Background: an optimization exercise with open tools, aiming at small area and a short achievable clock period. Do not read the settings as production practice.
The RTL was checked by simulation tests, not by an equivalence proof against the original design.
No activity file was given, so power comes from the tool's default toggle rates.

==> run a <==
==> flow/design.v <==
module mips (
    input             clk,
    input             rst,
    output     [ 7:0] imem_addr,
    input      [31:0] imem_data,
    output     [31:0] ret,
    output            st_en,
    output     [ 7:0] st_addr,
    output     [31:0] st_data
);
    localparam NOOP = 8'h0;
    localparam LOAD = 8'h1;
    localparam LDNM = 8'h2;
    localparam STR  = 8'h3;
    localparam ADD  = 8'h4;
    localparam SUB  = 8'h5;
    localparam XOR  = 8'h6;
    localparam AND  = 8'h7;
    localparam JMP  = 8'h8;
    localparam JMP0 = 8'h9;
    localparam PUSH = 8'hA;
    localparam POP  = 8'hB;
    integer i;
    reg  [ 7:0] pc;
    reg  [31:0] rf    [0:12];
    reg  [11:0] rf_v;
    reg  [31:0] mem   [0:31];
    reg  [31:0] mem_v;
    reg  [31:0] stk   [0:31];
    reg  [31:0] stk_v;
    reg  [31:0] sp_oh;     
    reg         d_str, d_arith, d_sub, d_xor, d_and, d_jmp, d_jmp0, d_push, d_pop;
    reg  [ 7:0] d_dest;
    reg  [12:0] d_we;      
    reg         d_wr;      
    reg  [31:0] op1;       
    reg  [31:0] op2;       
    reg  [31:0] op2w;      
    reg  [31:0] st_d;      
    reg  [31:0] m_sel;     
    reg         m_i3;      
    reg         m_if;      
    reg  [31:0] s_sel;     
    reg  [ 7:0] d_imm;     
    wire [31:0] p, g, cy;    
    mips_add u_add (.a(op1), .b(op2), .cin(d_sub), .p(p), .g(g), .c(cy));
    reg  [31:0] ld;
    always @* begin
        ld = {24'h0, d_imm};
        for (i = 0; i < 32; i = i + 1)
            ld = ld | (mem[i] & {32{m_sel[i]}}) | (stk[i] & {32{s_sel[i]}});
        ld[1:0] = ld[1:0] | {2{m_i3 | m_if}};
        ld[3:2] = ld[3:2] | {2{m_if}};
    end
    wire [31:0] other = (d_xor ? p : 32'h0) | (d_and ? g : 32'h0) | ld;
    wire [31:0] wd0   = d_arith ?  p : other;
    wire [31:0] wd1   = d_arith ? ~p : other;
    wire [31:0] wd    = (cy & wd1) | (~cy & wd0);
    always @(posedge clk) begin
        for (i = 0; i < 12; i = i + 1)
            if (d_we[i]) rf[i] <= wd;
        if (rst)           rf[12] <= 32'h0;
        else if (d_we[12]) rf[12] <= wd;
        rf_v <= rst ? 12'h0 : (rf_v | d_we[11:0]);
    end
    wire [31:0] m_we = (d_str && d_dest[7:5] == 3'b000) ? (32'h1 << d_dest[4:0]) : 32'h0;
    wire [31:0] mem_v_nx = mem_v | m_we;
    always @(posedge clk) begin
        for (i = 0; i < 32; i = i + 1)
            if (m_we[i]) mem[i] <= op2w;
        mem_v <= rst ? 32'h0 : mem_v_nx;
    end
    wire [31:0] s_we     = d_push ? sp_oh : 32'h0;
    wire [31:0] stk_v_nx = stk_v | s_we;
    wire [31:0] sp_oh_nx = d_push ? {sp_oh[30:0], sp_oh[31]} :
                           d_pop  ? {sp_oh[0], sp_oh[31:1]}  : sp_oh;
    always @(posedge clk) begin
        for (i = 0; i < 32; i = i + 1)
            if (s_we[i]) stk[i] <= op2w;
        stk_v <= rst ? 32'h0 : stk_v_nx;
        sp_oh <= rst ? 32'h1 : sp_oh_nx;
    end
    wire take = d_jmp | (d_jmp0 & (|op2w));
    always @(posedge clk) begin
        if (rst)       pc <= 8'h0;
        else if (take) pc <= d_dest;
        else           pc <= pc + 8'd1;
    end
    wire [7:0] f_op   = imem_data[31:24];
    wire [7:0] f_dest = imem_data[23:16];
    wire [7:0] f_src1 = imem_data[15:8];
    wire [7:0] f_src2 = imem_data[7:0];
    wire f_load = (f_op == LOAD);
    wire f_ldnm = (f_op == LDNM);
    wire f_sub  = (f_op == SUB);
    wire f_pop  = (f_op == POP);
    wire f_wr   = f_load | f_ldnm | (f_op == ADD) | f_sub | (f_op == XOR) |
                  (f_op == AND) | f_pop;
    reg [12:0] f_sel1, f_sel2, f_we;
    reg [31:0] f_rd1, f_rd2;
    always @* begin
        for (i = 0; i < 13; i = i + 1) begin
            f_sel1[i] = (f_src1 == i);
            f_sel2[i] = (f_src2 == i);
            f_we[i]   = (f_dest == i) & f_wr;
        end
        f_rd1 = 32'h0;
        f_rd2 = 32'h0;
        for (i = 0; i < 13; i = i + 1) begin
            f_rd1 = f_rd1 | (rf[i] & {32{f_sel1[i] & ((i == 12) | rf_v[i % 12])}});
            f_rd2 = f_rd2 | (rf[i] & {32{f_sel2[i] & ((i == 12) | rf_v[i % 12])}});
        end
    end
    wire        f_fw1 = d_wr & (f_src1 == d_dest);
    wire        f_fw2 = d_wr & (f_src2 == d_dest);
    wire [31:0] f_sx  = {32{f_sub}};
    wire [31:0] f_mhit = (32'h1 << f_src2[4:0]) & {32{f_load && f_src2[7:5] == 3'b000}};
    wire [31:0] f_stop = {sp_oh_nx[0], sp_oh_nx[31:1]};
    always @(posedge clk) begin
        op1  <= f_fw1 ? wd : f_rd1;
        op2  <= f_fw2 ? (wd ^ f_sx) : (f_rd2 ^ f_sx);
        op2w <= f_fw2 ? wd : f_rd2;
        d_dest <= f_dest;
        if (rst) begin
            d_str  <= 1'b0; d_arith <= 1'b0; d_sub  <= 1'b0; d_xor  <= 1'b0;
            d_and  <= 1'b0; d_jmp   <= 1'b0; d_jmp0 <= 1'b0; d_push <= 1'b0;
            d_pop  <= 1'b0;
            d_we   <= 13'h0;
            d_wr   <= 1'b0;
            st_d   <= 32'h0;
            m_sel  <= 32'h0;
            m_i3   <= 1'b0;
            m_if   <= 1'b0;
            s_sel  <= 32'h0;
            d_imm  <= 8'h0;
        end else begin
            d_str   <= (f_op == STR);
            d_arith <= (f_op == ADD) | f_sub;
            d_sub   <= f_sub;
            d_xor   <= (f_op == XOR);
            d_and   <= (f_op == AND);
            d_jmp   <= (f_op == JMP);
            d_jmp0  <= (f_op == JMP0);
            d_push  <= (f_op == PUSH);
            d_pop   <= f_pop;
            d_we    <= f_we;
            d_wr    <= |f_we;
            st_d    <= (f_op == STR) ? (f_fw2 ? wd : f_rd2) : 32'h0;
            m_sel   <= f_mhit & mem_v_nx;
            m_i3    <= f_mhit[2] & ~mem_v_nx[2];
            m_if    <= (f_mhit[0] & ~mem_v_nx[0]) | (f_mhit[3] & ~mem_v_nx[3]);
            s_sel   <= f_stop & stk_v_nx & {32{f_pop}};
            d_imm   <= f_ldnm ? f_src2 : 8'h0;
        end
    end
    assign imem_addr = pc;
    assign ret       = rf[12];
    assign st_en     = d_str;
    assign st_addr   = d_dest;
    assign st_data   = st_d;
endmodule
module mips_add (
    input  [31:0] a,
    input  [31:0] b,
    input         cin,
    output [31:0] p,
    output [31:0] g,
    output [31:0] c       
);
    assign p = a ^ b;
    assign g = a & b;
    wire [31:0] g0 = {g[31:1], g[0] | (p[0] & cin)};
    wire [31:0] ng1, np1, g2, p2, ng3, np3, g4, p4, ng5, np5;
    mips_pfx_pn #(1)  l1 (.gi(g0),  .pi(p),   .go(ng1), .po(np1));
    mips_pfx_np #(2)  l2 (.gi(ng1), .pi(np1), .go(g2),  .po(p2));
    mips_pfx_pn #(4)  l3 (.gi(g2),  .pi(p2),  .go(ng3), .po(np3));
    mips_pfx_np #(8)  l4 (.gi(ng3), .pi(np3), .go(g4),  .po(p4));
    mips_pfx_pn #(16) l5 (.gi(g4),  .pi(p4),  .go(ng5), .po(np5));
    assign c = {~ng5[30:0], cin};
endmodule
module mips_pfx_pn #(parameter D = 1) (
    input  [31:0] gi,
    input  [31:0] pi,
    output [31:0] go,
    output [31:0] po
);
    genvar i;
    generate
        for (i = 0; i < 32; i = i + 1) begin : b
            if (i >= D) begin : m
                assign go[i] = ~(gi[i] | (pi[i] & gi[i-D]));
                assign po[i] = ~(pi[i] & pi[i-D]);
            end else begin : w
                assign go[i] = ~gi[i];
                assign po[i] = ~pi[i];
            end
        end
    endgenerate
endmodule
module mips_pfx_np #(parameter D = 1) (
    input  [31:0] gi,
    input  [31:0] pi,
    output [31:0] go,
    output [31:0] po
);
    genvar i;
    generate
        for (i = 0; i < 32; i = i + 1) begin : b
            if (i >= D) begin : m
                assign go[i] = ~(gi[i] & (pi[i] | gi[i-D]));
                assign po[i] = ~(pi[i] | pi[i-D]);
            end else begin : w
                assign go[i] = ~gi[i];
                assign po[i] = ~pi[i];
            end
        end
    endgenerate
endmodule
==> flow/run.sh <==
#!/bin/bash
# synth_recipe.tcl (not shown) runs the flow's synth.tcl, then flattens the netlist and writes it again
# the make line also repeats each setting of config.mk as NAME=value (left out here)
make -C /OpenROAD-flow-scripts/flow DESIGN_CONFIG=/design/flow/config.mk WORK_HOME=/design/flow/orfs CLKGATE_MAP_FILE= SYNTH_SCRIPT=/design/flow/synth_recipe.tcl finish
==> flow/config.mk <==
export PLATFORM = sky130hd
export DESIGN_NAME = mips
export DESIGN_NICKNAME = mips
export VERILOG_FILES = /design/flow/design.v
export SDC_FILE = /design/flow/constraint.sdc
export NUM_CORES = 4
export LEC_CHECK = 0
export CAP_MARGIN = 20
export CORE_MARGIN = 2
export CORE_UTILIZATION = 45
export CTS_CLUSTER_DIAMETER = 80
export CTS_CLUSTER_SIZE = 25
export PLACE_DENSITY = 0.75
export SETUP_SLACK_MARGIN = 4.15
export SLEW_MARGIN = 20
export SYNTH_HIERARCHICAL = 1
==> flow/constraint.sdc <==
create_clock -name core_clock -period 7.0 [get_ports {clk}]
set_input_delay 1.4000 -clock core_clock [delete_from_list [all_inputs] [get_ports {clk}]]
set_output_delay 1.4000 -clock core_clock [all_outputs]
set_load 0.01 [all_outputs]
==> run b (differences from run a) <==
==> flow/design.v, changed modules only <==
module mips (
    input             clk,
    input             rst,
    output     [ 7:0] imem_addr,
    input      [31:0] imem_data,
    output     [31:0] ret,
    output            st_en,
    output     [ 7:0] st_addr,
    output     [31:0] st_data
);
    localparam NOOP = 8'h0;
    localparam LOAD = 8'h1;
    localparam LDNM = 8'h2;
    localparam STR  = 8'h3;
    localparam ADD  = 8'h4;
    localparam SUB  = 8'h5;
    localparam XOR  = 8'h6;
    localparam AND  = 8'h7;
    localparam JMP  = 8'h8;
    localparam JMP0 = 8'h9;
    localparam PUSH = 8'hA;
    localparam POP  = 8'hB;
    integer i, k;
    reg  [ 7:0] pc;
    reg  [31:0] rf    [0:12];
    reg  [11:0] rf_v;
    reg  [31:0] mem   [0:31];
    reg  [31:0] mem_v;
    reg  [31:0] stk   [0:31];
    reg  [31:0] stk_v;
    reg  [ 4:0] sp;
    reg         d_str, d_arith, d_sub, d_xor, d_and, d_jmp, d_jmp0, d_push, d_pop;
    reg  [ 7:0] d_dest;
    reg  [12:0] d_we;      
    reg         d_wr;      
    reg  [31:0] op1;       
    reg  [31:0] op2;       
    reg  [31:0] op2w;      
    reg  [31:0] st_d;      
    reg  [31:0] ld_q;      
    reg  [31:0] s_sel;     
    wire [31:0] p = op1 ^ op2;
    wire [31:0] g = op1 & op2;
    reg  [31:0] gg, pp, gn, pn;
    always @* begin
        gg = g;
        pp = p;
        gg[0] = g[0] | (p[0] & d_sub);
        for (k = 1; k < 32; k = k * 2) begin
            gn = gg;
            pn = pp;
            for (i = k; i < 32; i = i + 1) begin
                gn[i] = gg[i] | (pp[i] & gg[i-k]);
                pn[i] = pp[i] & pp[i-k];
            end
            gg = gn;
            pp = pn;
        end
    end
    wire [31:0] cy    = {gg[30:0], d_sub};       
    wire [31:0] other = (d_xor ? p : 32'h0) | (d_and ? g : 32'h0) | ld_q;
    wire [31:0] wd0   = d_arith ?  p : other;
    wire [31:0] wd1   = d_arith ? ~p : other;
    wire [31:0] wd    = (cy & wd1) | (~cy & wd0);
    always @(posedge clk) begin
        for (i = 0; i < 12; i = i + 1)
            if (d_we[i]) rf[i] <= wd;
        if (rst)           rf[12] <= 32'h0;
        else if (d_we[12]) rf[12] <= wd;
        rf_v <= rst ? 12'h0 : (rf_v | d_we[11:0]);
    end
    wire [31:0] m_we = (d_str && d_dest[7:5] == 3'b000) ? (32'h1 << d_dest[4:0]) : 32'h0;
    always @(posedge clk) begin
        for (i = 0; i < 32; i = i + 1)
            if (m_we[i]) mem[i] <= op2w;
        mem_v <= rst ? 32'h0 : (mem_v | m_we);
    end
    wire [31:0] s_we = d_push ? (32'h1 << sp) : 32'h0;
    always @(posedge clk) begin
        for (i = 0; i < 32; i = i + 1)
            if (s_we[i]) stk[i] <= op2w;
        stk_v <= rst ? 32'h0 : (stk_v | s_we);
        if (rst)         sp <= 5'd0;
        else if (d_push) sp <= sp + 5'd1;
        else if (d_pop)  sp <= sp - 5'd1;
    end
    always @(posedge clk) s_sel <= rst ? 32'h0 : s_sel_d;
    wire take = d_jmp | (d_jmp0 & (|op2w));
    always @(posedge clk) begin
        if (rst)       pc <= 8'h0;
        else if (take) pc <= d_dest;
        else           pc <= pc + 8'd1;
    end
    wire [7:0] f_op   = imem_data[31:24];
    wire [7:0] f_dest = imem_data[23:16];
    wire [7:0] f_src1 = imem_data[15:8];
    wire [7:0] f_src2 = imem_data[7:0];
    wire f_load = (f_op == LOAD);
    wire f_ldnm = (f_op == LDNM);
    wire f_sub  = (f_op == SUB);
    wire f_pop  = (f_op == POP);
    wire f_wr   = f_load | f_ldnm | (f_op == ADD) | f_sub | (f_op == XOR) |
                  (f_op == AND) | f_pop;
    reg [12:0] f_sel1, f_sel2, f_we;
    reg [31:0] f_rd1, f_rd2;
    always @* begin
        for (i = 0; i < 13; i = i + 1) begin
            f_sel1[i] = (f_src1 == i);
            f_sel2[i] = (f_src2 == i);
            f_we[i]   = (f_dest == i) & f_wr;
        end
        f_rd1 = 32'h0;
        f_rd2 = 32'h0;
        for (i = 0; i < 13; i = i + 1) begin
            f_rd1 = f_rd1 | (rf[i] & {32{f_sel1[i] & ((i == 12) | rf_v[i % 12])}});
            f_rd2 = f_rd2 | (rf[i] & {32{f_sel2[i] & ((i == 12) | rf_v[i % 12])}});
        end
    end
    wire        f_fw1 = d_wr & (f_src1 == d_dest);
    wire        f_fw2 = d_wr & (f_src2 == d_dest);
    wire [31:0] f_sx  = {32{f_sub}};
    wire [31:0] f_mhit = (32'h1 << f_src2[4:0]) & {32{f_src2[7:5] == 3'b000}};
    reg  [31:0] f_mrd;
    always @* begin
        f_mrd = 32'h0;
        for (i = 0; i < 32; i = i + 1)
            f_mrd = f_mrd | (mem[i] & {32{f_mhit[i] & mem_v[i]}});
        if (f_mhit[0] & ~mem_v[0]) f_mrd = f_mrd | 32'hF;
        if (f_mhit[2] & ~mem_v[2]) f_mrd = f_mrd | 32'h3;
        if (f_mhit[3] & ~mem_v[3]) f_mrd = f_mrd | 32'hF;
    end
    wire        f_mfw  = d_str & (d_dest == f_src2) & (f_src2[7:5] == 3'b000);
    wire [31:0] f_mval = f_mfw ? op2w : f_mrd;
    reg  [31:0] f_srd;
    always @* begin
        f_srd = 32'h0;
        for (i = 0; i < 32; i = i + 1)
            f_srd = f_srd | (stk[i] & {32{s_sel[i]}});
    end
    wire [31:0] f_sval = d_push ? op2w : f_srd;
    wire [ 4:0] sp_nx   = d_push ? sp + 5'd1 : d_pop ? sp - 5'd1 : sp;
    wire [31:0] s_oh1   = (32'h1 << (sp_nx - 5'd1)) & (stk_v | s_we);
    wire [31:0] s_oh2   = (32'h1 << (sp_nx - 5'd2)) & (stk_v | s_we);
    wire [31:0] s_sel_d = f_pop ? s_oh2 : s_oh1;
    always @(posedge clk) begin
        op1  <= f_fw1 ? wd : f_rd1;
        op2  <= f_fw2 ? (wd ^ f_sx) : (f_rd2 ^ f_sx);
        op2w <= f_fw2 ? wd : f_rd2;
        d_dest <= f_dest;
        if (rst) begin
            d_str  <= 1'b0; d_arith <= 1'b0; d_sub  <= 1'b0; d_xor  <= 1'b0;
            d_and  <= 1'b0; d_jmp   <= 1'b0; d_jmp0 <= 1'b0; d_push <= 1'b0;
            d_pop  <= 1'b0;
            d_we   <= 13'h0;
            d_wr   <= 1'b0;
            st_d   <= 32'h0;
            ld_q   <= 32'h0;
        end else begin
            d_str   <= (f_op == STR);
            d_arith <= (f_op == ADD) | f_sub;
            d_sub   <= f_sub;
            d_xor   <= (f_op == XOR);
            d_and   <= (f_op == AND);
            d_jmp   <= (f_op == JMP);
            d_jmp0  <= (f_op == JMP0);
            d_push  <= (f_op == PUSH);
            d_pop   <= f_pop;
            d_we    <= f_we;
            d_wr    <= |f_we;
            st_d    <= (f_op == STR) ? (f_fw2 ? wd : f_rd2) : 32'h0;
            ld_q    <= (f_load ? f_mval : 32'h0) | (f_pop ? f_sval : 32'h0) |
                       (f_ldnm ? {24'h0, f_src2} : 32'h0);
        end
    end
    assign imem_addr = pc;
    assign ret       = rf[12];
    assign st_en     = d_str;
    assign st_addr   = d_dest;
    assign st_data   = st_d;
endmodule
// module mips_add removed
// module mips_pfx_pn removed
// module mips_pfx_np removed
PLACE_DENSITY = 0.6   (was 0.75)
SETUP_SLACK_MARGIN = 4.0   (was 4.15)
SYNTH_HIERARCHICAL = not set   (was 1)
==> run c (differences from run a) <==
==> flow/design.v, changed modules only <==
module mips_add (
    input  [31:0] a,
    input  [31:0] b,
    input         cin,
    output [31:0] p,
    output [31:0] g,
    output [31:0] c       
);
    mips_xor32 u_p (.a(a), .b(b), .y(p));
    mips_and32 u_g (.a(a), .b(b), .y(g));
    wire [31:0] g0 = {g[31:1], g[0] | (p[0] & cin)};
    wire [31:0] ng1, np1, g2, p2, ng3, np3, g4, p4, ng5, np5;
    mips_pfx_pn #(1)  l1 (.gi(g0),  .pi(p),   .go(ng1), .po(np1));
    mips_pfx_np #(2)  l2 (.gi(ng1), .pi(np1), .go(g2),  .po(p2));
    mips_pfx_pn #(4)  l3 (.gi(g2),  .pi(p2),  .go(ng3), .po(np3));
    mips_pfx_np #(8)  l4 (.gi(ng3), .pi(np3), .go(g4),  .po(p4));
    mips_pfx_pn #(16) l5 (.gi(g4),  .pi(p4),  .go(ng5), .po(np5));
    assign c = {~ng5[30:0], cin};
endmodule
module mips_xor32 (input [31:0] a, input [31:0] b, output [31:0] y);
    assign y = a ^ b;
endmodule
module mips_and32 (input [31:0] a, input [31:0] b, output [31:0] y);
    assign y = a & b;
endmodule
==> comparison <==
Run a went through all stages and came out clean. Run b completed with no timing, DRC or antenna violations. Run c completed without violations.
Against run b, the clock power of run a is smaller by about 1%.
Non-clock buffer count: run a is lower than run b (202).
Of run b and run c, run b has the higher final cell count (gap about 1.8%, measured against run c).
In run a the core utilization is lower than in run c, by 0.71 points.
Of run a and run b, run b has the higher count of clock-buffer cells in the layout (gap 10).
Maximum frequency: run b < run a < run c.
In run c the die area is higher than in run b, by about 0.21%.
Hold slack: run b > run a > run c.
Routed wire length, lowest first: run b, run a, run c.

==> port drivers added, routing unchanged <==
In the flow no input, the clock included, has a driving cell. The finished layouts below were timed again as built, in two steps. Step 1 sets driving cells, clkbuf_16 on the clock port and buf_2 on the other inputs (assumed; they add their load-dependent delay and slew). Step 2 moves the port delays by t, midway between the first and last clock arrival at a register: inputs arrive t later, outputs are due t later. That takes back most of the time a late clock gives input paths. Slacks: ideal ports / drivers / drivers and shift; pairs: ideal ports / drivers.
run	t (ns)	setup WS [ns]	worst setup path after step 2	worst register clock-pin slew, ns	cell pins on the clock port's net
run a	0.965	3.876 / 3.876 / 3.265	input to register	0.11 / 0.11	1
run b	0.935	3.755 / 3.803 / 2.868	input to register	0.11 / 0.11	1
run c	0.964	3.952 / 3.952 / 3.198	input to register	0.11 / 0.11	1
After both steps setup and hold are still met in every run listed. The setup slack of run b, which loses most, moves by +0.048 ns with the drivers and by -0.887 ns with both steps.
